This design comes from an exercise in tuning for small area and a short achievable clock period on the open sky130 flow, not from production work. For this run, only the layout was checked, not whether the RTL still works. Power is estimated from default activity; no workload was simulated.

--- flow/design.v ---
module bitonic_comp #(parameter W = 8) (A, B, gt);
input [W-1:0] A;
input [W-1:0] B;
output gt;
function automatic [1:0] gp(input integer lo, input integer n, input [W-1:0] a, input [W-1:0] b);
	reg [1:0] h, l;
	begin
		if (n == 1) gp = {a[lo] & ~b[lo], a[lo] | ~b[lo]};
		else begin
			h = gp(lo + n/2, n - n/2, a, b);
			l = gp(lo, n/2, a, b);
			gp = {h[1] | (h[0] & l[1]), h[1] | (h[0] & l[0])};
		end
	end
endfunction
wire [1:0] r = gp(0, W, A, B);
assign gt = r[1];
endmodule
module bitonic_top #(parameter NUM_INPUT = 16, DATA_WIDTH = 8)
(clk, reset, data_in, valid, done, data_out);
input clk;
input reset;
input [127:0] data_in;
input valid;
output done;
output [127:0] data_out;
wire [7:0] in0_0 = data_in[7:0];
wire [7:0] in1_0 = data_in[15:8];
wire [7:0] in2_0 = data_in[23:16];
wire [7:0] in3_0 = data_in[31:24];
wire [7:0] in4_0 = data_in[39:32];
wire [7:0] in5_0 = data_in[47:40];
wire [7:0] in6_0 = data_in[55:48];
wire [7:0] in7_0 = data_in[63:56];
wire [7:0] in8_0 = data_in[71:64];
wire [7:0] in9_0 = data_in[79:72];
wire [7:0] in10_0 = data_in[87:80];
wire [7:0] in11_0 = data_in[95:88];
wire [7:0] in12_0 = data_in[103:96];
wire [7:0] in13_0 = data_in[111:104];
wire [7:0] in14_0 = data_in[119:112];
wire [7:0] in15_0 = data_in[127:120];
wire l1_0_13_0_g, l1_0_13_0_l;
bitonic_comp #(.W(8)) l1_0_13_0_cg (.A(in13_0), .B(in0_0), .gt(l1_0_13_0_g));
wire [7:0] l1_0_13_0_hi = l1_0_13_0_g ? in13_0 : in0_0;
wire [7:0] l1_0_13_0_lo = l1_0_13_0_g ? in0_0 : in13_0;
wire l1_1_12_0_g, l1_1_12_0_l;
bitonic_comp #(.W(8)) l1_1_12_0_cg (.A(in12_0), .B(in1_0), .gt(l1_1_12_0_g));
wire [7:0] l1_1_12_0_hi = l1_1_12_0_g ? in12_0 : in1_0;
wire [7:0] l1_1_12_0_lo = l1_1_12_0_g ? in1_0 : in12_0;
wire l1_2_15_0_g, l1_2_15_0_l;
bitonic_comp #(.W(8)) l1_2_15_0_cg (.A(in15_0), .B(in2_0), .gt(l1_2_15_0_g));
wire [7:0] l1_2_15_0_hi = l1_2_15_0_g ? in15_0 : in2_0;
wire [7:0] l1_2_15_0_lo = l1_2_15_0_g ? in2_0 : in15_0;
wire l1_3_14_0_g, l1_3_14_0_l;
bitonic_comp #(.W(8)) l1_3_14_0_cg (.A(in14_0), .B(in3_0), .gt(l1_3_14_0_g));
wire [7:0] l1_3_14_0_hi = l1_3_14_0_g ? in14_0 : in3_0;
wire [7:0] l1_3_14_0_lo = l1_3_14_0_g ? in3_0 : in14_0;
wire l1_4_8_0_g, l1_4_8_0_l;
bitonic_comp #(.W(8)) l1_4_8_0_cg (.A(in8_0), .B(in4_0), .gt(l1_4_8_0_g));
wire [7:0] l1_4_8_0_hi = l1_4_8_0_g ? in8_0 : in4_0;
wire [7:0] l1_4_8_0_lo = l1_4_8_0_g ? in4_0 : in8_0;
wire l1_5_6_0_g, l1_5_6_0_l;
bitonic_comp #(.W(8)) l1_5_6_0_cg (.A(in6_0), .B(in5_0), .gt(l1_5_6_0_g));
wire [7:0] l1_5_6_0_hi = l1_5_6_0_g ? in6_0 : in5_0;
wire [7:0] l1_5_6_0_lo = l1_5_6_0_g ? in5_0 : in6_0;
wire l1_7_11_0_g, l1_7_11_0_l;
bitonic_comp #(.W(8)) l1_7_11_0_cg (.A(in11_0), .B(in7_0), .gt(l1_7_11_0_g));
wire [7:0] l1_7_11_0_hi = l1_7_11_0_g ? in11_0 : in7_0;
wire [7:0] l1_7_11_0_lo = l1_7_11_0_g ? in7_0 : in11_0;
wire l1_9_10_0_g, l1_9_10_0_l;
bitonic_comp #(.W(8)) l1_9_10_0_cg (.A(in10_0), .B(in9_0), .gt(l1_9_10_0_g));
wire [7:0] l1_9_10_0_hi = l1_9_10_0_g ? in10_0 : in9_0;
wire [7:0] l1_9_10_0_lo = l1_9_10_0_g ? in9_0 : in10_0;
wire l2_0_5_0_g, l2_0_5_0_l;
bitonic_comp #(.W(8)) l2_0_5_0_cg (.A(l1_5_6_0_lo_p1), .B(l1_0_13_0_lo_p1), .gt(l2_0_5_0_g));
wire [7:0] l2_0_5_0_hi = l2_0_5_0_g ? l1_5_6_0_lo_p1 : l1_0_13_0_lo_p1;
wire [7:0] l2_0_5_0_lo = l2_0_5_0_g ? l1_0_13_0_lo_p1 : l1_5_6_0_lo_p1;
wire l2_1_7_0_g, l2_1_7_0_l;
bitonic_comp #(.W(8)) l2_1_7_0_cg (.A(l1_7_11_0_lo_p1), .B(l1_1_12_0_lo_p1), .gt(l2_1_7_0_g));
wire [7:0] l2_1_7_0_hi = l2_1_7_0_g ? l1_7_11_0_lo_p1 : l1_1_12_0_lo_p1;
wire [7:0] l2_1_7_0_lo = l2_1_7_0_g ? l1_1_12_0_lo_p1 : l1_7_11_0_lo_p1;
wire l2_2_9_0_g, l2_2_9_0_l;
bitonic_comp #(.W(8)) l2_2_9_0_cg (.A(l1_9_10_0_lo_p1), .B(l1_2_15_0_lo_p1), .gt(l2_2_9_0_g));
wire [7:0] l2_2_9_0_hi = l2_2_9_0_g ? l1_9_10_0_lo_p1 : l1_2_15_0_lo_p1;
wire [7:0] l2_2_9_0_lo = l2_2_9_0_g ? l1_2_15_0_lo_p1 : l1_9_10_0_lo_p1;
wire l2_3_4_0_g, l2_3_4_0_l;
bitonic_comp #(.W(8)) l2_3_4_0_cg (.A(l1_4_8_0_lo_p1), .B(l1_3_14_0_lo_p1), .gt(l2_3_4_0_g));
wire [7:0] l2_3_4_0_hi = l2_3_4_0_g ? l1_4_8_0_lo_p1 : l1_3_14_0_lo_p1;
wire [7:0] l2_3_4_0_lo = l2_3_4_0_g ? l1_3_14_0_lo_p1 : l1_4_8_0_lo_p1;
wire l2_6_13_0_g, l2_6_13_0_l;
bitonic_comp #(.W(8)) l2_6_13_0_cg (.A(l1_0_13_0_hi_p1), .B(l1_5_6_0_hi_p1), .gt(l2_6_13_0_g));
wire [7:0] l2_6_13_0_hi = l2_6_13_0_g ? l1_0_13_0_hi_p1 : l1_5_6_0_hi_p1;
wire [7:0] l2_6_13_0_lo = l2_6_13_0_g ? l1_5_6_0_hi_p1 : l1_0_13_0_hi_p1;
wire l2_8_14_0_g, l2_8_14_0_l;
bitonic_comp #(.W(8)) l2_8_14_0_cg (.A(l1_3_14_0_hi_p1), .B(l1_4_8_0_hi_p1), .gt(l2_8_14_0_g));
wire [7:0] l2_8_14_0_hi = l2_8_14_0_g ? l1_3_14_0_hi_p1 : l1_4_8_0_hi_p1;
wire [7:0] l2_8_14_0_lo = l2_8_14_0_g ? l1_4_8_0_hi_p1 : l1_3_14_0_hi_p1;
wire l2_10_15_0_g, l2_10_15_0_l;
bitonic_comp #(.W(8)) l2_10_15_0_cg (.A(l1_2_15_0_hi_p1), .B(l1_9_10_0_hi_p1), .gt(l2_10_15_0_g));
wire [7:0] l2_10_15_0_hi = l2_10_15_0_g ? l1_2_15_0_hi_p1 : l1_9_10_0_hi_p1;
wire [7:0] l2_10_15_0_lo = l2_10_15_0_g ? l1_9_10_0_hi_p1 : l1_2_15_0_hi_p1;
wire l2_11_12_0_g, l2_11_12_0_l;
bitonic_comp #(.W(8)) l2_11_12_0_cg (.A(l1_1_12_0_hi_p1), .B(l1_7_11_0_hi_p1), .gt(l2_11_12_0_g));
wire [7:0] l2_11_12_0_hi = l2_11_12_0_g ? l1_1_12_0_hi_p1 : l1_7_11_0_hi_p1;
wire [7:0] l2_11_12_0_lo = l2_11_12_0_g ? l1_7_11_0_hi_p1 : l1_1_12_0_hi_p1;
wire l3_0_1_0_g, l3_0_1_0_l;
bitonic_comp #(.W(8)) l3_0_1_0_cg (.A(l2_1_7_0_lo_p2), .B(l2_0_5_0_lo_p2), .gt(l3_0_1_0_g));
wire [7:0] l3_0_1_0_hi = l3_0_1_0_g ? l2_1_7_0_lo_p2 : l2_0_5_0_lo_p2;
wire [7:0] l3_0_1_0_lo = l3_0_1_0_g ? l2_0_5_0_lo_p2 : l2_1_7_0_lo_p2;
wire l3_2_3_0_g, l3_2_3_0_l;
bitonic_comp #(.W(8)) l3_2_3_0_cg (.A(l2_3_4_0_lo_p2), .B(l2_2_9_0_lo_p2), .gt(l3_2_3_0_g));
wire [7:0] l3_2_3_0_hi = l3_2_3_0_g ? l2_3_4_0_lo_p2 : l2_2_9_0_lo_p2;
wire [7:0] l3_2_3_0_lo = l3_2_3_0_g ? l2_2_9_0_lo_p2 : l2_3_4_0_lo_p2;
wire l3_4_5_0_g, l3_4_5_0_l;
bitonic_comp #(.W(8)) l3_4_5_0_cg (.A(l2_0_5_0_hi_p2), .B(l2_3_4_0_hi_p2), .gt(l3_4_5_0_g));
wire [7:0] l3_4_5_0_hi = l3_4_5_0_g ? l2_0_5_0_hi_p2 : l2_3_4_0_hi_p2;
wire [7:0] l3_4_5_0_lo = l3_4_5_0_g ? l2_3_4_0_hi_p2 : l2_0_5_0_hi_p2;
wire l3_6_8_0_g, l3_6_8_0_l;
bitonic_comp #(.W(8)) l3_6_8_0_cg (.A(l2_8_14_0_lo_p2), .B(l2_6_13_0_lo_p2), .gt(l3_6_8_0_g));
wire [7:0] l3_6_8_0_hi = l3_6_8_0_g ? l2_8_14_0_lo_p2 : l2_6_13_0_lo_p2;
wire [7:0] l3_6_8_0_lo = l3_6_8_0_g ? l2_6_13_0_lo_p2 : l2_8_14_0_lo_p2;
wire l3_7_9_0_g, l3_7_9_0_l;
bitonic_comp #(.W(8)) l3_7_9_0_cg (.A(l2_2_9_0_hi_p2), .B(l2_1_7_0_hi_p2), .gt(l3_7_9_0_g));
wire [7:0] l3_7_9_0_hi = l3_7_9_0_g ? l2_2_9_0_hi_p2 : l2_1_7_0_hi_p2;
wire [7:0] l3_7_9_0_lo = l3_7_9_0_g ? l2_1_7_0_hi_p2 : l2_2_9_0_hi_p2;
wire l3_10_11_0_g, l3_10_11_0_l;
bitonic_comp #(.W(8)) l3_10_11_0_cg (.A(l2_11_12_0_lo_p2), .B(l2_10_15_0_lo_p2), .gt(l3_10_11_0_g));
wire [7:0] l3_10_11_0_hi = l3_10_11_0_g ? l2_11_12_0_lo_p2 : l2_10_15_0_lo_p2;
wire [7:0] l3_10_11_0_lo = l3_10_11_0_g ? l2_10_15_0_lo_p2 : l2_11_12_0_lo_p2;
wire l3_12_13_0_g, l3_12_13_0_l;
bitonic_comp #(.W(8)) l3_12_13_0_cg (.A(l2_6_13_0_hi_p2), .B(l2_11_12_0_hi_p2), .gt(l3_12_13_0_g));
wire [7:0] l3_12_13_0_hi = l3_12_13_0_g ? l2_6_13_0_hi_p2 : l2_11_12_0_hi_p2;
wire [7:0] l3_12_13_0_lo = l3_12_13_0_g ? l2_11_12_0_hi_p2 : l2_6_13_0_hi_p2;
wire l3_14_15_0_g, l3_14_15_0_l;
bitonic_comp #(.W(8)) l3_14_15_0_cg (.A(l2_10_15_0_hi_p2), .B(l2_8_14_0_hi_p2), .gt(l3_14_15_0_g));
wire [7:0] l3_14_15_0_hi = l3_14_15_0_g ? l2_10_15_0_hi_p2 : l2_8_14_0_hi_p2;
wire [7:0] l3_14_15_0_lo = l3_14_15_0_g ? l2_8_14_0_hi_p2 : l2_10_15_0_hi_p2;
wire l4_0_2_0_g, l4_0_2_0_l;
bitonic_comp #(.W(8)) l4_0_2_0_cg (.A(l3_2_3_0_lo_p3), .B(l3_0_1_0_lo_p3), .gt(l4_0_2_0_g));
wire [7:0] l4_0_2_0_hi = l4_0_2_0_g ? l3_2_3_0_lo_p3 : l3_0_1_0_lo_p3;
wire [7:0] l4_0_2_0_lo = l4_0_2_0_g ? l3_0_1_0_lo_p3 : l3_2_3_0_lo_p3;
wire l4_1_3_0_g, l4_1_3_0_l;
bitonic_comp #(.W(8)) l4_1_3_0_cg (.A(l3_2_3_0_hi_p3), .B(l3_0_1_0_hi_p3), .gt(l4_1_3_0_g));
wire [7:0] l4_1_3_0_hi = l4_1_3_0_g ? l3_2_3_0_hi_p3 : l3_0_1_0_hi_p3;
wire [7:0] l4_1_3_0_lo = l4_1_3_0_g ? l3_0_1_0_hi_p3 : l3_2_3_0_hi_p3;
wire l4_4_10_0_g, l4_4_10_0_l;
bitonic_comp #(.W(8)) l4_4_10_0_cg (.A(l3_10_11_0_lo_p3), .B(l3_4_5_0_lo_p3), .gt(l4_4_10_0_g));
wire [7:0] l4_4_10_0_hi = l4_4_10_0_g ? l3_10_11_0_lo_p3 : l3_4_5_0_lo_p3;
wire [7:0] l4_4_10_0_lo = l4_4_10_0_g ? l3_4_5_0_lo_p3 : l3_10_11_0_lo_p3;
wire l4_5_11_0_g, l4_5_11_0_l;
bitonic_comp #(.W(8)) l4_5_11_0_cg (.A(l3_10_11_0_hi_p3), .B(l3_4_5_0_hi_p3), .gt(l4_5_11_0_g));
wire [7:0] l4_5_11_0_hi = l4_5_11_0_g ? l3_10_11_0_hi_p3 : l3_4_5_0_hi_p3;
wire [7:0] l4_5_11_0_lo = l4_5_11_0_g ? l3_4_5_0_hi_p3 : l3_10_11_0_hi_p3;
wire l4_6_7_0_g, l4_6_7_0_l;
bitonic_comp #(.W(8)) l4_6_7_0_cg (.A(l3_7_9_0_lo_p3), .B(l3_6_8_0_lo_p3), .gt(l4_6_7_0_g));
wire [7:0] l4_6_7_0_hi = l4_6_7_0_g ? l3_7_9_0_lo_p3 : l3_6_8_0_lo_p3;
wire [7:0] l4_6_7_0_lo = l4_6_7_0_g ? l3_6_8_0_lo_p3 : l3_7_9_0_lo_p3;
wire l4_8_9_0_g, l4_8_9_0_l;
bitonic_comp #(.W(8)) l4_8_9_0_cg (.A(l3_7_9_0_hi_p3), .B(l3_6_8_0_hi_p3), .gt(l4_8_9_0_g));
wire [7:0] l4_8_9_0_hi = l4_8_9_0_g ? l3_7_9_0_hi_p3 : l3_6_8_0_hi_p3;
wire [7:0] l4_8_9_0_lo = l4_8_9_0_g ? l3_6_8_0_hi_p3 : l3_7_9_0_hi_p3;
wire l4_12_14_0_g, l4_12_14_0_l;
bitonic_comp #(.W(8)) l4_12_14_0_cg (.A(l3_14_15_0_lo_p3), .B(l3_12_13_0_lo_p3), .gt(l4_12_14_0_g));
wire [7:0] l4_12_14_0_hi = l4_12_14_0_g ? l3_14_15_0_lo_p3 : l3_12_13_0_lo_p3;
wire [7:0] l4_12_14_0_lo = l4_12_14_0_g ? l3_12_13_0_lo_p3 : l3_14_15_0_lo_p3;
wire l4_13_15_0_g, l4_13_15_0_l;
bitonic_comp #(.W(8)) l4_13_15_0_cg (.A(l3_14_15_0_hi_p3), .B(l3_12_13_0_hi_p3), .gt(l4_13_15_0_g));
wire [7:0] l4_13_15_0_hi = l4_13_15_0_g ? l3_14_15_0_hi_p3 : l3_12_13_0_hi_p3;
wire [7:0] l4_13_15_0_lo = l4_13_15_0_g ? l3_12_13_0_hi_p3 : l3_14_15_0_hi_p3;
wire l5_1_2_0_g, l5_1_2_0_l;
bitonic_comp #(.W(8)) l5_1_2_0_cg (.A(l4_0_2_0_hi_p4), .B(l4_1_3_0_lo_p4), .gt(l5_1_2_0_g));
wire [7:0] l5_1_2_0_hi = l5_1_2_0_g ? l4_0_2_0_hi_p4 : l4_1_3_0_lo_p4;
wire [7:0] l5_1_2_0_lo = l5_1_2_0_g ? l4_1_3_0_lo_p4 : l4_0_2_0_hi_p4;
wire l5_3_12_0_g, l5_3_12_0_l;
bitonic_comp #(.W(8)) l5_3_12_0_cg (.A(l4_12_14_0_lo_p4), .B(l4_1_3_0_hi_p4), .gt(l5_3_12_0_g));
wire [7:0] l5_3_12_0_hi = l5_3_12_0_g ? l4_12_14_0_lo_p4 : l4_1_3_0_hi_p4;
wire [7:0] l5_3_12_0_lo = l5_3_12_0_g ? l4_1_3_0_hi_p4 : l4_12_14_0_lo_p4;
wire l5_4_6_0_g, l5_4_6_0_l;
bitonic_comp #(.W(8)) l5_4_6_0_cg (.A(l4_6_7_0_lo_p4), .B(l4_4_10_0_lo_p4), .gt(l5_4_6_0_g));
wire [7:0] l5_4_6_0_hi = l5_4_6_0_g ? l4_6_7_0_lo_p4 : l4_4_10_0_lo_p4;
wire [7:0] l5_4_6_0_lo = l5_4_6_0_g ? l4_4_10_0_lo_p4 : l4_6_7_0_lo_p4;
wire l5_5_7_0_g, l5_5_7_0_l;
bitonic_comp #(.W(8)) l5_5_7_0_cg (.A(l4_6_7_0_hi_p4), .B(l4_5_11_0_lo_p4), .gt(l5_5_7_0_g));
wire [7:0] l5_5_7_0_hi = l5_5_7_0_g ? l4_6_7_0_hi_p4 : l4_5_11_0_lo_p4;
wire [7:0] l5_5_7_0_lo = l5_5_7_0_g ? l4_5_11_0_lo_p4 : l4_6_7_0_hi_p4;
wire l5_8_10_0_g, l5_8_10_0_l;
bitonic_comp #(.W(8)) l5_8_10_0_cg (.A(l4_4_10_0_hi_p4), .B(l4_8_9_0_lo_p4), .gt(l5_8_10_0_g));
wire [7:0] l5_8_10_0_hi = l5_8_10_0_g ? l4_4_10_0_hi_p4 : l4_8_9_0_lo_p4;
wire [7:0] l5_8_10_0_lo = l5_8_10_0_g ? l4_8_9_0_lo_p4 : l4_4_10_0_hi_p4;
wire l5_9_11_0_g, l5_9_11_0_l;
bitonic_comp #(.W(8)) l5_9_11_0_cg (.A(l4_5_11_0_hi_p4), .B(l4_8_9_0_hi_p4), .gt(l5_9_11_0_g));
wire [7:0] l5_9_11_0_hi = l5_9_11_0_g ? l4_5_11_0_hi_p4 : l4_8_9_0_hi_p4;
wire [7:0] l5_9_11_0_lo = l5_9_11_0_g ? l4_8_9_0_hi_p4 : l4_5_11_0_hi_p4;
wire l5_13_14_0_g, l5_13_14_0_l;
bitonic_comp #(.W(8)) l5_13_14_0_cg (.A(l4_12_14_0_hi_p4), .B(l4_13_15_0_lo_p4), .gt(l5_13_14_0_g));
wire [7:0] l5_13_14_0_hi = l5_13_14_0_g ? l4_12_14_0_hi_p4 : l4_13_15_0_lo_p4;
wire [7:0] l5_13_14_0_lo = l5_13_14_0_g ? l4_13_15_0_lo_p4 : l4_12_14_0_hi_p4;
wire l6_1_4_0_g, l6_1_4_0_l;
bitonic_comp #(.W(8)) l6_1_4_0_cg (.A(l5_4_6_0_lo_p5), .B(l5_1_2_0_lo_p5), .gt(l6_1_4_0_g));
wire [7:0] l6_1_4_0_hi = l6_1_4_0_g ? l5_4_6_0_lo_p5 : l5_1_2_0_lo_p5;
wire [7:0] l6_1_4_0_lo = l6_1_4_0_g ? l5_1_2_0_lo_p5 : l5_4_6_0_lo_p5;
wire l6_2_6_0_g, l6_2_6_0_l;
bitonic_comp #(.W(8)) l6_2_6_0_cg (.A(l5_4_6_0_hi_p5), .B(l5_1_2_0_hi_p5), .gt(l6_2_6_0_g));
wire [7:0] l6_2_6_0_hi = l6_2_6_0_g ? l5_4_6_0_hi_p5 : l5_1_2_0_hi_p5;
wire [7:0] l6_2_6_0_lo = l6_2_6_0_g ? l5_1_2_0_hi_p5 : l5_4_6_0_hi_p5;
wire l6_5_8_0_g, l6_5_8_0_l;
bitonic_comp #(.W(8)) l6_5_8_0_cg (.A(l5_8_10_0_lo_p5), .B(l5_5_7_0_lo_p5), .gt(l6_5_8_0_g));
wire [7:0] l6_5_8_0_hi = l6_5_8_0_g ? l5_8_10_0_lo_p5 : l5_5_7_0_lo_p5;
wire [7:0] l6_5_8_0_lo = l6_5_8_0_g ? l5_5_7_0_lo_p5 : l5_8_10_0_lo_p5;
wire l6_7_10_0_g, l6_7_10_0_l;
bitonic_comp #(.W(8)) l6_7_10_0_cg (.A(l5_8_10_0_hi_p5), .B(l5_5_7_0_hi_p5), .gt(l6_7_10_0_g));
wire [7:0] l6_7_10_0_hi = l6_7_10_0_g ? l5_8_10_0_hi_p5 : l5_5_7_0_hi_p5;
wire [7:0] l6_7_10_0_lo = l6_7_10_0_g ? l5_5_7_0_hi_p5 : l5_8_10_0_hi_p5;
wire l6_9_13_0_g, l6_9_13_0_l;
bitonic_comp #(.W(8)) l6_9_13_0_cg (.A(l5_13_14_0_lo_p5), .B(l5_9_11_0_lo_p5), .gt(l6_9_13_0_g));
wire [7:0] l6_9_13_0_hi = l6_9_13_0_g ? l5_13_14_0_lo_p5 : l5_9_11_0_lo_p5;
wire [7:0] l6_9_13_0_lo = l6_9_13_0_g ? l5_9_11_0_lo_p5 : l5_13_14_0_lo_p5;
wire l6_11_14_0_g, l6_11_14_0_l;
bitonic_comp #(.W(8)) l6_11_14_0_cg (.A(l5_13_14_0_hi_p5), .B(l5_9_11_0_hi_p5), .gt(l6_11_14_0_g));
wire [7:0] l6_11_14_0_hi = l6_11_14_0_g ? l5_13_14_0_hi_p5 : l5_9_11_0_hi_p5;
wire [7:0] l6_11_14_0_lo = l6_11_14_0_g ? l5_9_11_0_hi_p5 : l5_13_14_0_hi_p5;
wire l7_2_4_0_g, l7_2_4_0_l;
bitonic_comp #(.W(8)) l7_2_4_0_cg (.A(l6_1_4_0_hi_p6), .B(l6_2_6_0_lo_p6), .gt(l7_2_4_0_g));
wire [7:0] l7_2_4_0_hi = l7_2_4_0_g ? l6_1_4_0_hi_p6 : l6_2_6_0_lo_p6;
wire [7:0] l7_2_4_0_lo = l7_2_4_0_g ? l6_2_6_0_lo_p6 : l6_1_4_0_hi_p6;
wire l7_3_6_0_g, l7_3_6_0_l;
bitonic_comp #(.W(8)) l7_3_6_0_cg (.A(l6_2_6_0_hi_p6), .B(l5_3_12_0_lo_p6), .gt(l7_3_6_0_g));
wire [7:0] l7_3_6_0_hi = l7_3_6_0_g ? l6_2_6_0_hi_p6 : l5_3_12_0_lo_p6;
wire [7:0] l7_3_6_0_lo = l7_3_6_0_g ? l5_3_12_0_lo_p6 : l6_2_6_0_hi_p6;
wire l7_9_12_0_g, l7_9_12_0_l;
bitonic_comp #(.W(8)) l7_9_12_0_cg (.A(l5_3_12_0_hi_p6), .B(l6_9_13_0_lo_p6), .gt(l7_9_12_0_g));
wire [7:0] l7_9_12_0_hi = l7_9_12_0_g ? l5_3_12_0_hi_p6 : l6_9_13_0_lo_p6;
wire [7:0] l7_9_12_0_lo = l7_9_12_0_g ? l6_9_13_0_lo_p6 : l5_3_12_0_hi_p6;
wire l7_11_13_0_g, l7_11_13_0_l;
bitonic_comp #(.W(8)) l7_11_13_0_cg (.A(l6_9_13_0_hi_p6), .B(l6_11_14_0_lo_p6), .gt(l7_11_13_0_g));
wire [7:0] l7_11_13_0_hi = l7_11_13_0_g ? l6_9_13_0_hi_p6 : l6_11_14_0_lo_p6;
wire [7:0] l7_11_13_0_lo = l7_11_13_0_g ? l6_11_14_0_lo_p6 : l6_9_13_0_hi_p6;
wire l8_3_5_0_g, l8_3_5_0_l;
bitonic_comp #(.W(8)) l8_3_5_0_cg (.A(l6_5_8_0_lo_p7), .B(l7_3_6_0_lo_p7), .gt(l8_3_5_0_g));
wire [7:0] l8_3_5_0_hi = l8_3_5_0_g ? l6_5_8_0_lo_p7 : l7_3_6_0_lo_p7;
wire [7:0] l8_3_5_0_lo = l8_3_5_0_g ? l7_3_6_0_lo_p7 : l6_5_8_0_lo_p7;
wire l8_6_8_0_g, l8_6_8_0_l;
bitonic_comp #(.W(8)) l8_6_8_0_cg (.A(l6_5_8_0_hi_p7), .B(l7_3_6_0_hi_p7), .gt(l8_6_8_0_g));
wire [7:0] l8_6_8_0_hi = l8_6_8_0_g ? l6_5_8_0_hi_p7 : l7_3_6_0_hi_p7;
wire [7:0] l8_6_8_0_lo = l8_6_8_0_g ? l7_3_6_0_hi_p7 : l6_5_8_0_hi_p7;
wire l8_7_9_0_g, l8_7_9_0_l;
bitonic_comp #(.W(8)) l8_7_9_0_cg (.A(l7_9_12_0_lo_p7), .B(l6_7_10_0_lo_p7), .gt(l8_7_9_0_g));
wire [7:0] l8_7_9_0_hi = l8_7_9_0_g ? l7_9_12_0_lo_p7 : l6_7_10_0_lo_p7;
wire [7:0] l8_7_9_0_lo = l8_7_9_0_g ? l6_7_10_0_lo_p7 : l7_9_12_0_lo_p7;
wire l8_10_12_0_g, l8_10_12_0_l;
bitonic_comp #(.W(8)) l8_10_12_0_cg (.A(l7_9_12_0_hi_p7), .B(l6_7_10_0_hi_p7), .gt(l8_10_12_0_g));
wire [7:0] l8_10_12_0_hi = l8_10_12_0_g ? l7_9_12_0_hi_p7 : l6_7_10_0_hi_p7;
wire [7:0] l8_10_12_0_lo = l8_10_12_0_g ? l6_7_10_0_hi_p7 : l7_9_12_0_hi_p7;
wire l9_3_4_0_g, l9_3_4_0_l;
bitonic_comp #(.W(8)) l9_3_4_0_cg (.A(l7_2_4_0_hi_p8), .B(l8_3_5_0_lo_p8), .gt(l9_3_4_0_g));
wire [7:0] l9_3_4_0_hi = l9_3_4_0_g ? l7_2_4_0_hi_p8 : l8_3_5_0_lo_p8;
wire [7:0] l9_3_4_0_lo = l9_3_4_0_g ? l8_3_5_0_lo_p8 : l7_2_4_0_hi_p8;
wire l9_5_6_0_g, l9_5_6_0_l;
bitonic_comp #(.W(8)) l9_5_6_0_cg (.A(l8_6_8_0_lo_p8), .B(l8_3_5_0_hi_p8), .gt(l9_5_6_0_g));
wire [7:0] l9_5_6_0_hi = l9_5_6_0_g ? l8_6_8_0_lo_p8 : l8_3_5_0_hi_p8;
wire [7:0] l9_5_6_0_lo = l9_5_6_0_g ? l8_3_5_0_hi_p8 : l8_6_8_0_lo_p8;
wire l9_7_8_0_g, l9_7_8_0_l;
bitonic_comp #(.W(8)) l9_7_8_0_cg (.A(l8_6_8_0_hi_p8), .B(l8_7_9_0_lo_p8), .gt(l9_7_8_0_g));
wire [7:0] l9_7_8_0_hi = l9_7_8_0_g ? l8_6_8_0_hi_p8 : l8_7_9_0_lo_p8;
wire [7:0] l9_7_8_0_lo = l9_7_8_0_g ? l8_7_9_0_lo_p8 : l8_6_8_0_hi_p8;
wire l9_9_10_0_g, l9_9_10_0_l;
bitonic_comp #(.W(8)) l9_9_10_0_cg (.A(l8_10_12_0_lo_p8), .B(l8_7_9_0_hi_p8), .gt(l9_9_10_0_g));
wire [7:0] l9_9_10_0_hi = l9_9_10_0_g ? l8_10_12_0_lo_p8 : l8_7_9_0_hi_p8;
wire [7:0] l9_9_10_0_lo = l9_9_10_0_g ? l8_7_9_0_hi_p8 : l8_10_12_0_lo_p8;
wire l9_11_12_0_g, l9_11_12_0_l;
bitonic_comp #(.W(8)) l9_11_12_0_cg (.A(l8_10_12_0_hi_p8), .B(l7_11_13_0_lo_p8), .gt(l9_11_12_0_g));
wire [7:0] l9_11_12_0_hi = l9_11_12_0_g ? l8_10_12_0_hi_p8 : l7_11_13_0_lo_p8;
wire [7:0] l9_11_12_0_lo = l9_11_12_0_g ? l7_11_13_0_lo_p8 : l8_10_12_0_hi_p8;
wire l10_6_7_0_g, l10_6_7_0_l;
bitonic_comp #(.W(8)) l10_6_7_0_cg (.A(l9_7_8_0_lo_p9), .B(l9_5_6_0_hi_p9), .gt(l10_6_7_0_g));
wire [7:0] l10_6_7_0_hi = l10_6_7_0_g ? l9_7_8_0_lo_p9 : l9_5_6_0_hi_p9;
wire [7:0] l10_6_7_0_lo = l10_6_7_0_g ? l9_5_6_0_hi_p9 : l9_7_8_0_lo_p9;
wire l10_8_9_0_g, l10_8_9_0_l;
bitonic_comp #(.W(8)) l10_8_9_0_cg (.A(l9_9_10_0_lo_p9), .B(l9_7_8_0_hi_p9), .gt(l10_8_9_0_g));
wire [7:0] l10_8_9_0_hi = l10_8_9_0_g ? l9_9_10_0_lo_p9 : l9_7_8_0_hi_p9;
wire [7:0] l10_8_9_0_lo = l10_8_9_0_g ? l9_7_8_0_hi_p9 : l9_9_10_0_lo_p9;
reg [7:0] l1_5_6_0_lo_p1;
reg [7:0] l1_0_13_0_lo_p1;
reg [7:0] l1_7_11_0_lo_p1;
reg [7:0] l1_1_12_0_lo_p1;
reg [7:0] l1_9_10_0_lo_p1;
reg [7:0] l1_2_15_0_lo_p1;
reg [7:0] l1_4_8_0_lo_p1;
reg [7:0] l1_3_14_0_lo_p1;
reg [7:0] l1_0_13_0_hi_p1;
reg [7:0] l1_5_6_0_hi_p1;
reg [7:0] l1_3_14_0_hi_p1;
reg [7:0] l1_4_8_0_hi_p1;
reg [7:0] l1_2_15_0_hi_p1;
reg [7:0] l1_9_10_0_hi_p1;
reg [7:0] l1_1_12_0_hi_p1;
reg [7:0] l1_7_11_0_hi_p1;
reg [7:0] l2_1_7_0_lo_p2;
reg [7:0] l2_0_5_0_lo_p2;
reg [7:0] l2_3_4_0_lo_p2;
reg [7:0] l2_2_9_0_lo_p2;
reg [7:0] l2_0_5_0_hi_p2;
reg [7:0] l2_3_4_0_hi_p2;
reg [7:0] l2_8_14_0_lo_p2;
reg [7:0] l2_6_13_0_lo_p2;
reg [7:0] l2_2_9_0_hi_p2;
reg [7:0] l2_1_7_0_hi_p2;
reg [7:0] l2_11_12_0_lo_p2;
reg [7:0] l2_10_15_0_lo_p2;
reg [7:0] l2_6_13_0_hi_p2;
reg [7:0] l2_11_12_0_hi_p2;
reg [7:0] l2_10_15_0_hi_p2;
reg [7:0] l2_8_14_0_hi_p2;
reg [7:0] l3_2_3_0_lo_p3;
reg [7:0] l3_0_1_0_lo_p3;
reg [7:0] l3_2_3_0_hi_p3;
reg [7:0] l3_0_1_0_hi_p3;
reg [7:0] l3_10_11_0_lo_p3;
reg [7:0] l3_4_5_0_lo_p3;
reg [7:0] l3_10_11_0_hi_p3;
reg [7:0] l3_4_5_0_hi_p3;
reg [7:0] l3_7_9_0_lo_p3;
reg [7:0] l3_6_8_0_lo_p3;
reg [7:0] l3_7_9_0_hi_p3;
reg [7:0] l3_6_8_0_hi_p3;
reg [7:0] l3_14_15_0_lo_p3;
reg [7:0] l3_12_13_0_lo_p3;
reg [7:0] l3_14_15_0_hi_p3;
reg [7:0] l3_12_13_0_hi_p3;
reg [7:0] l4_0_2_0_hi_p4;
reg [7:0] l4_1_3_0_lo_p4;
reg [7:0] l4_12_14_0_lo_p4;
reg [7:0] l4_1_3_0_hi_p4;
reg [7:0] l4_6_7_0_lo_p4;
reg [7:0] l4_4_10_0_lo_p4;
reg [7:0] l4_6_7_0_hi_p4;
reg [7:0] l4_5_11_0_lo_p4;
reg [7:0] l4_4_10_0_hi_p4;
reg [7:0] l4_8_9_0_lo_p4;
reg [7:0] l4_5_11_0_hi_p4;
reg [7:0] l4_8_9_0_hi_p4;
reg [7:0] l4_12_14_0_hi_p4;
reg [7:0] l4_13_15_0_lo_p4;
reg [7:0] l5_4_6_0_lo_p5;
reg [7:0] l5_1_2_0_lo_p5;
reg [7:0] l5_4_6_0_hi_p5;
reg [7:0] l5_1_2_0_hi_p5;
reg [7:0] l5_8_10_0_lo_p5;
reg [7:0] l5_5_7_0_lo_p5;
reg [7:0] l5_8_10_0_hi_p5;
reg [7:0] l5_5_7_0_hi_p5;
reg [7:0] l5_13_14_0_lo_p5;
reg [7:0] l5_9_11_0_lo_p5;
reg [7:0] l5_13_14_0_hi_p5;
reg [7:0] l5_9_11_0_hi_p5;
reg [7:0] l6_1_4_0_hi_p6;
reg [7:0] l6_2_6_0_lo_p6;
reg [7:0] l6_2_6_0_hi_p6;
reg [7:0] l5_3_12_0_lo_p5;
reg [7:0] l5_3_12_0_lo_p6;
reg [7:0] l5_3_12_0_hi_p5;
reg [7:0] l5_3_12_0_hi_p6;
reg [7:0] l6_9_13_0_lo_p6;
reg [7:0] l6_9_13_0_hi_p6;
reg [7:0] l6_11_14_0_lo_p6;
reg [7:0] l6_5_8_0_lo_p6;
reg [7:0] l6_5_8_0_lo_p7;
reg [7:0] l7_3_6_0_lo_p7;
reg [7:0] l6_5_8_0_hi_p6;
reg [7:0] l6_5_8_0_hi_p7;
reg [7:0] l7_3_6_0_hi_p7;
reg [7:0] l7_9_12_0_lo_p7;
reg [7:0] l6_7_10_0_lo_p6;
reg [7:0] l6_7_10_0_lo_p7;
reg [7:0] l7_9_12_0_hi_p7;
reg [7:0] l6_7_10_0_hi_p6;
reg [7:0] l6_7_10_0_hi_p7;
reg [7:0] l7_2_4_0_hi_p7;
reg [7:0] l7_2_4_0_hi_p8;
reg [7:0] l8_3_5_0_lo_p8;
reg [7:0] l8_6_8_0_lo_p8;
reg [7:0] l8_3_5_0_hi_p8;
reg [7:0] l8_6_8_0_hi_p8;
reg [7:0] l8_7_9_0_lo_p8;
reg [7:0] l8_10_12_0_lo_p8;
reg [7:0] l8_7_9_0_hi_p8;
reg [7:0] l8_10_12_0_hi_p8;
reg [7:0] l7_11_13_0_lo_p7;
reg [7:0] l7_11_13_0_lo_p8;
reg [7:0] l9_7_8_0_lo_p9;
reg [7:0] l9_5_6_0_hi_p9;
reg [7:0] l9_9_10_0_lo_p9;
reg [7:0] l9_7_8_0_hi_p9;
reg [7:0] l4_0_2_0_lo_p4;
reg [7:0] l4_0_2_0_lo_p5;
reg [7:0] l4_0_2_0_lo_p6;
reg [7:0] l4_0_2_0_lo_p7;
reg [7:0] l4_0_2_0_lo_p8;
reg [7:0] l4_0_2_0_lo_p9;
reg [7:0] l4_0_2_0_lo_p10;
reg [7:0] l6_1_4_0_lo_p6;
reg [7:0] l6_1_4_0_lo_p7;
reg [7:0] l6_1_4_0_lo_p8;
reg [7:0] l6_1_4_0_lo_p9;
reg [7:0] l6_1_4_0_lo_p10;
reg [7:0] l7_2_4_0_lo_p7;
reg [7:0] l7_2_4_0_lo_p8;
reg [7:0] l7_2_4_0_lo_p9;
reg [7:0] l7_2_4_0_lo_p10;
reg [7:0] l9_3_4_0_lo_p9;
reg [7:0] l9_3_4_0_lo_p10;
reg [7:0] l9_3_4_0_hi_p9;
reg [7:0] l9_3_4_0_hi_p10;
reg [7:0] l9_5_6_0_lo_p9;
reg [7:0] l9_5_6_0_lo_p10;
reg [7:0] l10_6_7_0_lo_p10;
reg [7:0] l10_6_7_0_hi_p10;
reg [7:0] l10_8_9_0_lo_p10;
reg [7:0] l10_8_9_0_hi_p10;
reg [7:0] l9_9_10_0_hi_p9;
reg [7:0] l9_9_10_0_hi_p10;
reg [7:0] l9_11_12_0_lo_p9;
reg [7:0] l9_11_12_0_lo_p10;
reg [7:0] l9_11_12_0_hi_p9;
reg [7:0] l9_11_12_0_hi_p10;
reg [7:0] l7_11_13_0_hi_p7;
reg [7:0] l7_11_13_0_hi_p8;
reg [7:0] l7_11_13_0_hi_p9;
reg [7:0] l7_11_13_0_hi_p10;
reg [7:0] l6_11_14_0_hi_p6;
reg [7:0] l6_11_14_0_hi_p7;
reg [7:0] l6_11_14_0_hi_p8;
reg [7:0] l6_11_14_0_hi_p9;
reg [7:0] l6_11_14_0_hi_p10;
reg [7:0] l4_13_15_0_hi_p4;
reg [7:0] l4_13_15_0_hi_p5;
reg [7:0] l4_13_15_0_hi_p6;
reg [7:0] l4_13_15_0_hi_p7;
reg [7:0] l4_13_15_0_hi_p8;
reg [7:0] l4_13_15_0_hi_p9;
reg [7:0] l4_13_15_0_hi_p10;
always @(posedge clk) begin
	l1_5_6_0_lo_p1 <= l1_5_6_0_lo;
	l1_0_13_0_lo_p1 <= l1_0_13_0_lo;
	l1_7_11_0_lo_p1 <= l1_7_11_0_lo;
	l1_1_12_0_lo_p1 <= l1_1_12_0_lo;
	l1_9_10_0_lo_p1 <= l1_9_10_0_lo;
	l1_2_15_0_lo_p1 <= l1_2_15_0_lo;
	l1_4_8_0_lo_p1 <= l1_4_8_0_lo;
	l1_3_14_0_lo_p1 <= l1_3_14_0_lo;
	l1_0_13_0_hi_p1 <= l1_0_13_0_hi;
	l1_5_6_0_hi_p1 <= l1_5_6_0_hi;
	l1_3_14_0_hi_p1 <= l1_3_14_0_hi;
	l1_4_8_0_hi_p1 <= l1_4_8_0_hi;
	l1_2_15_0_hi_p1 <= l1_2_15_0_hi;
	l1_9_10_0_hi_p1 <= l1_9_10_0_hi;
	l1_1_12_0_hi_p1 <= l1_1_12_0_hi;
	l1_7_11_0_hi_p1 <= l1_7_11_0_hi;
	l2_1_7_0_lo_p2 <= l2_1_7_0_lo;
	l2_0_5_0_lo_p2 <= l2_0_5_0_lo;
	l2_3_4_0_lo_p2 <= l2_3_4_0_lo;
	l2_2_9_0_lo_p2 <= l2_2_9_0_lo;
	l2_0_5_0_hi_p2 <= l2_0_5_0_hi;
	l2_3_4_0_hi_p2 <= l2_3_4_0_hi;
	l2_8_14_0_lo_p2 <= l2_8_14_0_lo;
	l2_6_13_0_lo_p2 <= l2_6_13_0_lo;
	l2_2_9_0_hi_p2 <= l2_2_9_0_hi;
	l2_1_7_0_hi_p2 <= l2_1_7_0_hi;
	l2_11_12_0_lo_p2 <= l2_11_12_0_lo;
	l2_10_15_0_lo_p2 <= l2_10_15_0_lo;
	l2_6_13_0_hi_p2 <= l2_6_13_0_hi;
	l2_11_12_0_hi_p2 <= l2_11_12_0_hi;
	l2_10_15_0_hi_p2 <= l2_10_15_0_hi;
	l2_8_14_0_hi_p2 <= l2_8_14_0_hi;
	l3_2_3_0_lo_p3 <= l3_2_3_0_lo;
	l3_0_1_0_lo_p3 <= l3_0_1_0_lo;
	l3_2_3_0_hi_p3 <= l3_2_3_0_hi;
	l3_0_1_0_hi_p3 <= l3_0_1_0_hi;
	l3_10_11_0_lo_p3 <= l3_10_11_0_lo;
	l3_4_5_0_lo_p3 <= l3_4_5_0_lo;
	l3_10_11_0_hi_p3 <= l3_10_11_0_hi;
	l3_4_5_0_hi_p3 <= l3_4_5_0_hi;
	l3_7_9_0_lo_p3 <= l3_7_9_0_lo;
	l3_6_8_0_lo_p3 <= l3_6_8_0_lo;
	l3_7_9_0_hi_p3 <= l3_7_9_0_hi;
	l3_6_8_0_hi_p3 <= l3_6_8_0_hi;
	l3_14_15_0_lo_p3 <= l3_14_15_0_lo;
	l3_12_13_0_lo_p3 <= l3_12_13_0_lo;
	l3_14_15_0_hi_p3 <= l3_14_15_0_hi;
	l3_12_13_0_hi_p3 <= l3_12_13_0_hi;
	l4_0_2_0_hi_p4 <= l4_0_2_0_hi;
	l4_1_3_0_lo_p4 <= l4_1_3_0_lo;
	l4_12_14_0_lo_p4 <= l4_12_14_0_lo;
	l4_1_3_0_hi_p4 <= l4_1_3_0_hi;
	l4_6_7_0_lo_p4 <= l4_6_7_0_lo;
	l4_4_10_0_lo_p4 <= l4_4_10_0_lo;
	l4_6_7_0_hi_p4 <= l4_6_7_0_hi;
	l4_5_11_0_lo_p4 <= l4_5_11_0_lo;
	l4_4_10_0_hi_p4 <= l4_4_10_0_hi;
	l4_8_9_0_lo_p4 <= l4_8_9_0_lo;
	l4_5_11_0_hi_p4 <= l4_5_11_0_hi;
	l4_8_9_0_hi_p4 <= l4_8_9_0_hi;
	l4_12_14_0_hi_p4 <= l4_12_14_0_hi;
	l4_13_15_0_lo_p4 <= l4_13_15_0_lo;
	l5_4_6_0_lo_p5 <= l5_4_6_0_lo;
	l5_1_2_0_lo_p5 <= l5_1_2_0_lo;
	l5_4_6_0_hi_p5 <= l5_4_6_0_hi;
	l5_1_2_0_hi_p5 <= l5_1_2_0_hi;
	l5_8_10_0_lo_p5 <= l5_8_10_0_lo;
	l5_5_7_0_lo_p5 <= l5_5_7_0_lo;
	l5_8_10_0_hi_p5 <= l5_8_10_0_hi;
	l5_5_7_0_hi_p5 <= l5_5_7_0_hi;
	l5_13_14_0_lo_p5 <= l5_13_14_0_lo;
	l5_9_11_0_lo_p5 <= l5_9_11_0_lo;
	l5_13_14_0_hi_p5 <= l5_13_14_0_hi;
	l5_9_11_0_hi_p5 <= l5_9_11_0_hi;
	l6_1_4_0_hi_p6 <= l6_1_4_0_hi;
	l6_2_6_0_lo_p6 <= l6_2_6_0_lo;
	l6_2_6_0_hi_p6 <= l6_2_6_0_hi;
	l5_3_12_0_lo_p5 <= l5_3_12_0_lo;
	l5_3_12_0_lo_p6 <= l5_3_12_0_lo_p5;
	l5_3_12_0_hi_p5 <= l5_3_12_0_hi;
	l5_3_12_0_hi_p6 <= l5_3_12_0_hi_p5;
	l6_9_13_0_lo_p6 <= l6_9_13_0_lo;
	l6_9_13_0_hi_p6 <= l6_9_13_0_hi;
	l6_11_14_0_lo_p6 <= l6_11_14_0_lo;
	l6_5_8_0_lo_p6 <= l6_5_8_0_lo;
	l6_5_8_0_lo_p7 <= l6_5_8_0_lo_p6;
	l7_3_6_0_lo_p7 <= l7_3_6_0_lo;
	l6_5_8_0_hi_p6 <= l6_5_8_0_hi;
	l6_5_8_0_hi_p7 <= l6_5_8_0_hi_p6;
	l7_3_6_0_hi_p7 <= l7_3_6_0_hi;
	l7_9_12_0_lo_p7 <= l7_9_12_0_lo;
	l6_7_10_0_lo_p6 <= l6_7_10_0_lo;
	l6_7_10_0_lo_p7 <= l6_7_10_0_lo_p6;
	l7_9_12_0_hi_p7 <= l7_9_12_0_hi;
	l6_7_10_0_hi_p6 <= l6_7_10_0_hi;
	l6_7_10_0_hi_p7 <= l6_7_10_0_hi_p6;
	l7_2_4_0_hi_p7 <= l7_2_4_0_hi;
	l7_2_4_0_hi_p8 <= l7_2_4_0_hi_p7;
	l8_3_5_0_lo_p8 <= l8_3_5_0_lo;
	l8_6_8_0_lo_p8 <= l8_6_8_0_lo;
	l8_3_5_0_hi_p8 <= l8_3_5_0_hi;
	l8_6_8_0_hi_p8 <= l8_6_8_0_hi;
	l8_7_9_0_lo_p8 <= l8_7_9_0_lo;
	l8_10_12_0_lo_p8 <= l8_10_12_0_lo;
	l8_7_9_0_hi_p8 <= l8_7_9_0_hi;
	l8_10_12_0_hi_p8 <= l8_10_12_0_hi;
	l7_11_13_0_lo_p7 <= l7_11_13_0_lo;
	l7_11_13_0_lo_p8 <= l7_11_13_0_lo_p7;
	l9_7_8_0_lo_p9 <= l9_7_8_0_lo;
	l9_5_6_0_hi_p9 <= l9_5_6_0_hi;
	l9_9_10_0_lo_p9 <= l9_9_10_0_lo;
	l9_7_8_0_hi_p9 <= l9_7_8_0_hi;
	l4_0_2_0_lo_p4 <= l4_0_2_0_lo;
	l4_0_2_0_lo_p5 <= l4_0_2_0_lo_p4;
	l4_0_2_0_lo_p6 <= l4_0_2_0_lo_p5;
	l4_0_2_0_lo_p7 <= l4_0_2_0_lo_p6;
	l4_0_2_0_lo_p8 <= l4_0_2_0_lo_p7;
	l4_0_2_0_lo_p9 <= l4_0_2_0_lo_p8;
	l4_0_2_0_lo_p10 <= l4_0_2_0_lo_p9;
	l6_1_4_0_lo_p6 <= l6_1_4_0_lo;
	l6_1_4_0_lo_p7 <= l6_1_4_0_lo_p6;
	l6_1_4_0_lo_p8 <= l6_1_4_0_lo_p7;
	l6_1_4_0_lo_p9 <= l6_1_4_0_lo_p8;
	l6_1_4_0_lo_p10 <= l6_1_4_0_lo_p9;
	l7_2_4_0_lo_p7 <= l7_2_4_0_lo;
	l7_2_4_0_lo_p8 <= l7_2_4_0_lo_p7;
	l7_2_4_0_lo_p9 <= l7_2_4_0_lo_p8;
	l7_2_4_0_lo_p10 <= l7_2_4_0_lo_p9;
	l9_3_4_0_lo_p9 <= l9_3_4_0_lo;
	l9_3_4_0_lo_p10 <= l9_3_4_0_lo_p9;
	l9_3_4_0_hi_p9 <= l9_3_4_0_hi;
	l9_3_4_0_hi_p10 <= l9_3_4_0_hi_p9;
	l9_5_6_0_lo_p9 <= l9_5_6_0_lo;
	l9_5_6_0_lo_p10 <= l9_5_6_0_lo_p9;
	l10_6_7_0_lo_p10 <= l10_6_7_0_lo;
	l10_6_7_0_hi_p10 <= l10_6_7_0_hi;
	l10_8_9_0_lo_p10 <= l10_8_9_0_lo;
	l10_8_9_0_hi_p10 <= l10_8_9_0_hi;
	l9_9_10_0_hi_p9 <= l9_9_10_0_hi;
	l9_9_10_0_hi_p10 <= l9_9_10_0_hi_p9;
	l9_11_12_0_lo_p9 <= l9_11_12_0_lo;
	l9_11_12_0_lo_p10 <= l9_11_12_0_lo_p9;
	l9_11_12_0_hi_p9 <= l9_11_12_0_hi;
	l9_11_12_0_hi_p10 <= l9_11_12_0_hi_p9;
	l7_11_13_0_hi_p7 <= l7_11_13_0_hi;
	l7_11_13_0_hi_p8 <= l7_11_13_0_hi_p7;
	l7_11_13_0_hi_p9 <= l7_11_13_0_hi_p8;
	l7_11_13_0_hi_p10 <= l7_11_13_0_hi_p9;
	l6_11_14_0_hi_p6 <= l6_11_14_0_hi;
	l6_11_14_0_hi_p7 <= l6_11_14_0_hi_p6;
	l6_11_14_0_hi_p8 <= l6_11_14_0_hi_p7;
	l6_11_14_0_hi_p9 <= l6_11_14_0_hi_p8;
	l6_11_14_0_hi_p10 <= l6_11_14_0_hi_p9;
	l4_13_15_0_hi_p4 <= l4_13_15_0_hi;
	l4_13_15_0_hi_p5 <= l4_13_15_0_hi_p4;
	l4_13_15_0_hi_p6 <= l4_13_15_0_hi_p5;
	l4_13_15_0_hi_p7 <= l4_13_15_0_hi_p6;
	l4_13_15_0_hi_p8 <= l4_13_15_0_hi_p7;
	l4_13_15_0_hi_p9 <= l4_13_15_0_hi_p8;
	l4_13_15_0_hi_p10 <= l4_13_15_0_hi_p9;
end
reg [9:0] vpipe;
always @(posedge clk) begin
	if (reset) vpipe <= 0;
	else vpipe <= {vpipe[8:0], valid};
end
assign done = vpipe[9];
assign data_out = {l4_13_15_0_hi_p10, l6_11_14_0_hi_p10, l7_11_13_0_hi_p10, l9_11_12_0_hi_p10, l9_11_12_0_lo_p10, l9_9_10_0_hi_p10, l10_8_9_0_hi_p10, l10_8_9_0_lo_p10, l10_6_7_0_hi_p10, l10_6_7_0_lo_p10, l9_5_6_0_lo_p10, l9_3_4_0_hi_p10, l9_3_4_0_lo_p10, l7_2_4_0_lo_p10, l6_1_4_0_lo_p10, l4_0_2_0_lo_p10};
endmodule
--- flow/config.mk ---
export PLATFORM = sky130hd
export DESIGN_NAME = bitonic_top
export DESIGN_NICKNAME = bitonic_top
export VERILOG_FILES = /design/flow/design.v
export SDC_FILE = /design/flow/constraint.sdc
export NUM_CORES = 4
export LEC_CHECK = 0
export CAP_MARGIN = 20
export CORE_MARGIN = 2
export CORE_UTILIZATION = 40
export SLEW_MARGIN = 20
--- flow/run.sh ---
#!/bin/bash
# synth_recipe.tcl (not shown) runs the flow's synth.tcl, then flattens the netlist and writes it again
# the make line also repeats each setting of config.mk as NAME=value (left out here)
make -C /OpenROAD-flow-scripts/flow DESIGN_CONFIG=/design/flow/config.mk WORK_HOME=/design/flow/orfs CLKGATE_MAP_FILE= SYNTH_SCRIPT=/design/flow/synth_recipe.tcl finish
--- flow/constraint.sdc ---
create_clock -name core_clock -period 3.0 [get_ports {clk}]
set_input_delay 0.6000 -clock core_clock [delete_from_list [all_inputs] [get_ports {clk}]]
set_output_delay 0.6000 -clock core_clock [all_outputs]
set_load 0.01 [all_outputs]
==> results.sh <==
export IMPL_grt_max_degree=17
export IMPL_leakage_nw=23.2
export IMPL_worstHoldStart="l7_2_4_0_lo_p8[3]"
export IMPL_crit_fanout=12
export IMPL_fin_util=0.482
export IMPL_final_area_sq_mm=0.0558
export IMPL_design_die_area_sq_mm=0.119
export IMPL_clkTransAtPathRegs_ns=0.06
export IMPL_cts_max_level=4
export IMPL_clkPwrFrac=0.241
export IMPL_fp_coreArea_sq_mm=0.116
export IMPL_largest_register="vpipe"
export IMPL_root_buffer="clkbuf_16"
export IMPL_fin_cells=5856
export IMPL_synthTopCellsByCount="1290 x dfxtp_1, 615 x mux2_2, 318 x inv_1"
export IMPL_cts_tree="built"
export IMPL_gr_total_overflow=0
export IMPL_maxCapViolations=0
export IMPL_syn_inst=3860
export IMPL_relSlewSlack=0.495
export IMPL_yosysSeqAreaShare=0.554
export IMPL_die_h_um=345
export IMPL_synth_edff_count=0
export IMPL_grt_pass1_vias=27700
export IMPL_yosysMostFrequentCell="dfxtp_1"
export IMPL_clk_latency_ns=0.73
export IMPL_post_drt_wl_per_cell_um=16.6
export IMPL_pwr_share_seq=0.407
export IMPL_grt_first_pass_wirelength_um=153000
export IMPL_finClkSkew_ns=0.0262
export IMPL_p_int_mw=51.3
export IMPL_yosysWarnings=2
export IMPL_clock_path_buffers=3
export IMPL_antenna_found_initial=0
export IMPL_pwr_share_comb=0.352
export IMPL_ctsResizeCount=0
export IMPL_min_to="l7_2_4_0_lo_p9[3]"
export IMPL_period_needed_ns=2.25
export IMPL_vias_per_cell=4.75
export IMPL_numCtsBuffers=138
export IMPL_detailed_place_hpwl_um=73900
export IMPL_gp_congestion=0.820
export IMPL_reg2reg_slack_ns=0.75
export IMPL_die_x_um=345
export IMPL_drive_above_1_share=0.278
export IMPL_status="no timing/DRC/antenna violations"
export IMPL_portBuffers=259
export IMPL_vdd_ir_drop_max_uv=609
export IMPL_cp_required_ns=3.61
export IMPL_first_pass_iters=5
export IMPL_crit_family="compound AO/OA/AOI/OAI gates"
export IMPL_synth_area_leaders="dfxtp_1 55%, mux2_2 15%, mux2_4 5.8%"
export IMPL_row_count=125
export IMPL_final_antenna_net_count=0
export IMPL_yosys_most_used_dff="dfxtp_1"
export IMPL_drc=0
export IMPL_post_dp_cell_area_sq_mm=0.0509
export IMPL_hold_depth=0
export IMPL_syn_area_sq_mm=0.0466
export IMPL_grt_total_usage=0.161
export IMPL_fin_crit_sh=0.751
export IMPL_hold_viol_final=0
export IMPL_largest_reg_flops=10
export IMPL_async_flop_share=0
export IMPL_wirelength_um=97200
export IMPL_post_cts_buffers=0
export IMPL_rr_worst_depth=5
export IMPL_regToRegEndpoint="l2_3_4_0_hi_p2[0]"
export IMPL_max_stage_delay_ns=0.59
export IMPL_hold_buffers=0
export IMPL_worst_slew_pin_slew_ns=0.755
export IMPL_power_switching_share=0.303
export IMPL_crit_type="reg -> reg"
export IMPL_p_sw_mw=22.3
export IMPL_end_kind="flip-flop"
export IMPL_crit_top_cell="a221o_1"
export IMPL_clkSinkCount=1290
export IMPL_nNetsFinal=4355
export IMPL_cp_cell_sequence="inv_1 > a222oi_1 > a221o_1 > a221o_1 > mux2_2"
export IMPL_syn2layout_area_growth_pct=19.9
export IMPL_rsz0062_at_grt="false"
export IMPL_syn_area_per_cell_sq_um=12.1
export IMPL_detailedRoute_firstIterationViolations=1263
export IMPL_start_util=0.402
export IMPL_p_per_area_mw_per_mm2=1320
export IMPL_finalMaxSlewViolations=0
export IMPL_synth_seq_cells=1290
export IMPL_start_kind="flip-flop"
export IMPL_setup_viol=0
export IMPL_synth_top_area_cell="dfxtp_1"
export IMPL_max_freq_ghz=0.444
export IMPL_cp_num_cells=5
export IMPL_slowest_stage="a221o_1"
export IMPL_synth_fp_nets=3991
export IMPL_fin_ws_ns=0.747
export IMPL_path_buf_inv=1
export IMPL_dp_cells=5608
export IMPL_ys_types=37
export IMPL_r2r_start="l1_4_8_0_lo_p1[2]"
export IMPL_crit_arrival_ns=2.87
export IMPL_tns_ns=0
export IMPL_num_io_pins=260
export IMPL_fillCellCount=10400
export IMPL_hold_path_class="reg -> reg"
export IMPL_yosysTopAreaCellShare=0.554
export IMPL_pre_cts_ws_ns=0.0464
export IMPL_vias=27800
-- cell families (layout without fill, tap and decap cells) --
kind of cell / count (synthesis) / after routing / share of synthesized area
mux: 802 / 802 / 0.208
buf+inv: 378 / 849 / 0.0345
other cells: 0 / 1 / 0
simple gates: 674 / 674 / 0.0837
flops: 1290 / 1290 / 0.554
compound gates: 515 / 515 / 0.0751
fa+ha+maj: 201 / 201 / 0.0441
-- final cells by class --
| class | instances | area (sq um) | area share |
|---|---|---|---|
| antenna | 1 | 2.50 | 0.0000448 |
| clock buffer | 178 | 3930 | 0.0704 |
| clock inverter | 69 | 947 | 0.0170 |
| inverter | 318 | 1190 | 0.0214 |
| multi-input combinational | 2192 | 19300 | 0.345 |
| sequential | 1290 | 25800 | 0.462 |
| tap | 1524 | 1910 | 0.0341 |
| timing repair buffer | 284 | 2780 | 0.0497 |
-- routing by layer --
layer / vias to the layer above / global-route usage / wire length (um)
met4: 0 / 0.0582 / 2600
met2: 512 / 0.274 / 46100
li1: 14100 / - / -
met5: - / 0 / 0
met1: 13000 / 0.204 / 44900
met3: 158 / 0.0292 / 3590
-- worst reg2reg max path, cell delays in order (launching register included) --
cell	delay, ns
dfxtp_1	0.48
inv_1	0.07
a222oi_1	0.33
a221o_1	0.24
a221o_1	0.59
mux2_2	0.42
-- power by group through the flow --
| stage | sequential (mW) | combinational, mW | clock [mW] |
|---|---|---|---|
| 2_1_floorplan | 28.5 | 20.0 | 0 |
| 3_3_place_gp | 30.2 | 25.7 | 0 |
| 3_5_place_dp | 30.3 | 25.9 | 0 |
| 4_1_cts | 30.0 | 26.2 | 18.3 |
| 5_1_grt | 30.9 | 28.1 | 19.0 |
| 6_report | 29.9 | 25.9 | 17.7 |
-- layout by cell type (no fill, tap or decap), drive strengths merged, types with 9 or more instances in the layout --
master,n
bufinv,20
a2111oi,40
o22ai,61
o21ai,101
o21ba,18
and3b,18
and2,60
a222oi,18
clkinvlp,9
a22oi,40
mux2,798
or2,60
buf,25
nand2b,138
o21bai,18
clkbuf,178
nor2,102
a221o,36
clkdlybuf4s50,259
inv,325
nand2,23
nor2b,233
a21bo,18
dfxtp,1290
clkinv,33
maj3,201
nand3,40
a21oi,137
a2bb2oi,19
-- metrics by stage --
| stage | power [mW] | hold slack, ns |
|---|---|---|
| after floorplan | 48.5 | 0.310 |
| after global placement | 55.9 | 0.311 |
| after detailed placement | 56.2 | 0.312 |
| after CTS | 74.4 | 0.316 |
| after global routing | 78.0 | 0.323 |
| final | 73.5 | 0.312 |
-- worst max path at each step --
| stage | from | endpoint |
|---|---|---|
| 2_1_floorplan | data_in[100] | l1_1_12_0_hi_p1[2] |
| 3_3_place_gp | data_in[99] | l1_1_12_0_hi_p1[1] |
| 3_5_place_dp | data_in[100] | l1_1_12_0_lo_p1[3] |
| 4_1_cts | l1_7_11_0_hi_p1[6] | l2_11_12_0_hi_p2[1] |
| 5_1_grt | l9_7_8_0_hi_p9[4] | l10_8_9_0_hi_p10[4] |
| 6_report | l1_4_8_0_lo_p1[2] | l2_3_4_0_hi_p2[0] |

-- re-timing with driven ports --
How much do the figures lean on ideal ports? The routed layout below was timed once more, with nothing changed but the port constraints. Step 1 sets driving cells, clkbuf_16 on the clock port and buf_2 on the other inputs (assumed; they add their load-dependent delay and slew). Step 2 moves the port delays by t, midway between the first and last clock arrival at a register: inputs arrive t later, outputs are due t later. That takes back most of the time a late clock gives input paths. Three values: ideal, step 1, step 2; two values: the first two.
t, ns: 0.784
setup slack, ns: 0.747 / 0.726 / 0.018
worst setup path after step 2: input to register
slew at the worst register clock pin (ns): 0.06 / 0.06
worst data-port slew with drivers (ns): 0.06
After both steps setup and hold are still met in this run. For this run, drivers alone change the setup slack by -0.021 ns; drivers and shift together by -0.729 ns.
